Background: an optimization exercise with open tools, aiming at small area and a short achievable clock period. Do not read the settings as production practice. At most, simulation tests tie the RTL to the original design; equivalence was not proved.

==> run a <==
// P_MUL
module P_MUL(
    in_1,
    in_2,
    in_3,
    in_valid,
    rst_n,
    clk,
    out_valid,
    out
);
export LEC_CHECK = 0
export CAP_MARGIN = 20
export CORE_MARGIN = 2
export CORE_UTILIZATION = 40
export SLEW_MARGIN = 20
export SYNTH_HIERARCHICAL = 1
create_clock -name core_clock -period 8.0 [get_ports {clk}]
run.sh (not shown) runs the stock make flow with config.mk's settings and CLKGATE_MAP_FILE= SYNTH_SCRIPT=/design/flow/synth_recipe.tcl, a recipe that flattens the netlist after the stock synthesis.
==> run b: changes against run a <==
SETUP_SLACK_MARGIN = 4.0   (was not set)
==> qor summary <==
metric                                                       run b            run a
Non-clock buffering overhead                                0.0675           0.0453
Growth of design area from synthesis to finish               18.1%            14.2%
Vias post-DR                                                 49900            48900
Status                                              finished clean   finished clean
Reg-to-reg startpoint                              t_r[15]$_DFF_P_  t_r[91]$_DFF_P_
Highest clock frequency the design can meet                233 MHz          178 MHz
Critical path fanouts, max                                       4                7
Max incr delay on CP                                        570 ps          1010 ps
Clock-cell share                                            0.0338           0.0391
Detailed-routing wirelength on met1                        86.6 mm          83.6 mm
Fraction of area in multi-input gates                        0.683            0.693
RSZ-0062 raised after global routing                           yes               no
Sequential portion of the cell area                          0.174            0.180
Finished layout cell area                              69900 sq um      67600 sq um
Data arrival at the endpoint of the critical path          4860 ps          6220 ps

========
==> indigo: inputs <==
Another version of the RTL of P_MUL (not shown whole).
clock: 8.0 ns
lec_check: 0
cap_margin: 20
core_margin: 2
core_utilization: 40
slew_margin: 20
synth_hierarchical: 1
==> zinc: changes against indigo <==
SETUP_SLACK_MARGIN = 4.0   (was default)
==> notes <==
Of indigo and zinc, zinc has the higher first-iteration DRC count (gap about 37%, measured against zinc). zinc finished with timing, DRC and antenna clean. indigo passed the timing, DRC and antenna checks. Synthesized cell count is the same in zinc and indigo. Between indigo and zinc, the lower routed wire length is in indigo (gap about 27%, measured against zinc). Between zinc and indigo, the lower final cell count is in indigo (gap about 8%, measured against indigo).
No functional check of the RTL was part of any run of this note.

========
==> v13 <==
P_MUL, a different RTL version from the one above (not shown whole).
clock: 8.0 ns
lec_check: 0
cap_margin: 20
core_margin: 2
core_utilization: 40
setup_slack_margin: 4.5
slew_margin: 20
synth_hierarchical: 1
==> v8: changes against v13 <==
==> flow/flow/run.sh (new file) <==
#!/bin/bash
set -euo pipefail
export BUFFER_PORTS_ARGS="-buffer_cell sky130_fd_sc_hd__buf_1"
bash standard.sh > flow_make.log 2>&1
==> flow/standard.sh (new file) <==
#!/bin/bash
# synth_recipe.tcl (not shown) runs the flow's synth.tcl, then flattens the netlist and writes it again
# the make line also repeats each setting of config.mk as NAME=value (left out here)
make -C /OpenROAD-flow-scripts/flow DESIGN_CONFIG=/design/flow/config.mk WORK_HOME=/design/flow/orfs CLKGATE_MAP_FILE= SYNTH_SCRIPT=/design/flow/synth_recipe.tcl "${@:-finish}"
removed: flow/run.sh
==> results.txt <==
Max FO, Critical Path: v13 9; v8 12
Data arrival time at the worst-slack endpoint: v13 4530 ps; v8 4630 ps
Non-clock buffer instance count of the final layout: v13 488; v8 511
Overall routing resource usage: v13 31.5%; v8 31.7%
Smallest hold slack: v13 346 ps; v8 349 ps
Proportion of final cell area spent on non-clock buffers: v13 7.06%; v8 5.49%
Antenna violations before repair: v13 6; v8 11
Launching element of the worst setup path: v13 t_r[169]; v8 t_r[119]
Share of post-route cells with drive strength above 1: v13 13.8%; v8 13.8%
Status: v13 finished clean; v8 finished clean
Setup slack after placement: v13 2910 ps; v8 2960 ps
Endpoint of the worst hold path: v13 out_valid; v8 v2
Count of routing violations after the opening detailed-route iteration: v13 7,944; v8 7,537
Total number of vias: v13 54,183; v8 54,472

========
==> run R <==
P_MUL, a different RTL version from the one above (not shown whole).
==> flow/design.v (excerpt) <==
module P_MUL(
    in_1,
    in_2,
    in_3,
    in_valid,
    rst_n,
    clk,
    out_valid,
    out
);
Settings: LEC_CHECK=0, CAP_MARGIN=20, CORE_MARGIN=2, CORE_UTILIZATION=40, SETUP_SLACK_MARGIN=4.5, SLEW_MARGIN=20, SYNTH_HIERARCHICAL=1; clock period 8.0 ns.
standard.sh (not shown) runs the stock make flow with config.mk's settings and CLKGATE_MAP_FILE= SYNTH_SCRIPT=/design/flow/synth_recipe.tcl, a recipe that flattens the netlist after the stock synthesis.
==> flow/flow/run.sh <==
#!/bin/bash
set -euo pipefail
export BUFFER_PORTS_ARGS="-buffer_cell sky130_fd_sc_hd__buf_1"
bash standard.sh > flow_make.log 2>&1
==> inputs of run G, as changes to run R <==
--- a/flow/config.mk
+++ b/flow/config.mk
@@ -10,3 +10,3 @@
 export CORE_UTILIZATION = 40
-export SETUP_SLACK_MARGIN = 4.5
+export SETUP_SLACK_MARGIN = 5.0
 export SLEW_MARGIN = 20
==> inputs of run A, as changes to run R <==
--- a/flow/config.mk
+++ b/flow/config.mk
@@ -13 +13,2 @@
 export SYNTH_HIERARCHICAL = 1
+export TNS_END_PERCENT = 10
==> comparison <==
- Run R passed the timing, DRC and antenna checks. Run G aborted during global routing (5_1_grt), error GRT-0232. Run A finished clean.
- In critical path depth, run A and run R do not differ.
- Against run A, the via count of run R is larger by 2.2%.
- Die area is the same in run R and run A.
- Of run R and run A, run R has the higher wire length (gap 2.6%, measured against run A).
- Of run R and run A, run R has the higher non-clock buffer count (gap 51).
- Of run R and run A, run A has the higher count of clock-buffer cells in the layout (gap 14).
- Against run R, the maximum frequency of run A is lower by about 4%.
- Of run R and run A, run R has the higher first-iteration DRC count (gap 7.9%, measured against run A).

re-timing with driven ports:
The flow's constraints put no driver on any port. The routed layouts listed below were extracted and timed again, unchanged, in two steps. Step 1 (the two cells are an assumption about what drives the block):
set clk [get_ports {clk}]
set_driving_cell -lib_cell sky130_fd_sc_hd__clkbuf_16 $clk
set_driving_cell -lib_cell sky130_fd_sc_hd__buf_2 [delete_from_list [all_inputs] $clk]
Step 2 also shifts input and output timing later by t, the mid clock arrival at the registers, as if the neighbouring blocks saw the same clock. a / b / c = ideal ports / drivers / drivers and shift; a / b = the first two.
| run | t, ns | setup WS [ns] | slew at the worst register clock pin (ns) |
|---|---|---|---|
| run a of note 1 | 0.770 | 2.376 / 2.377 / 2.377 | 0.07 / 0.07 |
| run b of note 1 | 0.797 | 3.714 / 3.714 / 3.358 | 0.09 / 0.09 |
| indigo | 0.742 | 2.751 / 2.751 / 2.751 | 0.09 / 0.09 |
| zinc | 0.784 | 3.385 / 3.385 / 3.345 | 0.08 / 0.08 |
| v13 | 0.826 | 4.167 / 4.167 / 3.949 | 0.08 / 0.08 |
| v8 | 0.829 | 4.065 / 4.065 / 4.043 | 0.08 / 0.08 |
| run R of note 4 | 0.803 | 4.426 / 4.426 / 4.059 | 0.07 / 0.07 |
| run A of note 4 | 0.803 | 4.286 / 4.286 / 4.001 | 0.07 / 0.07 |
After both steps setup and hold are still met in every run listed. For run R of note 4, which loses most, drivers alone change the setup slack by 0.000 ns; drivers and shift together by -0.367 ns.
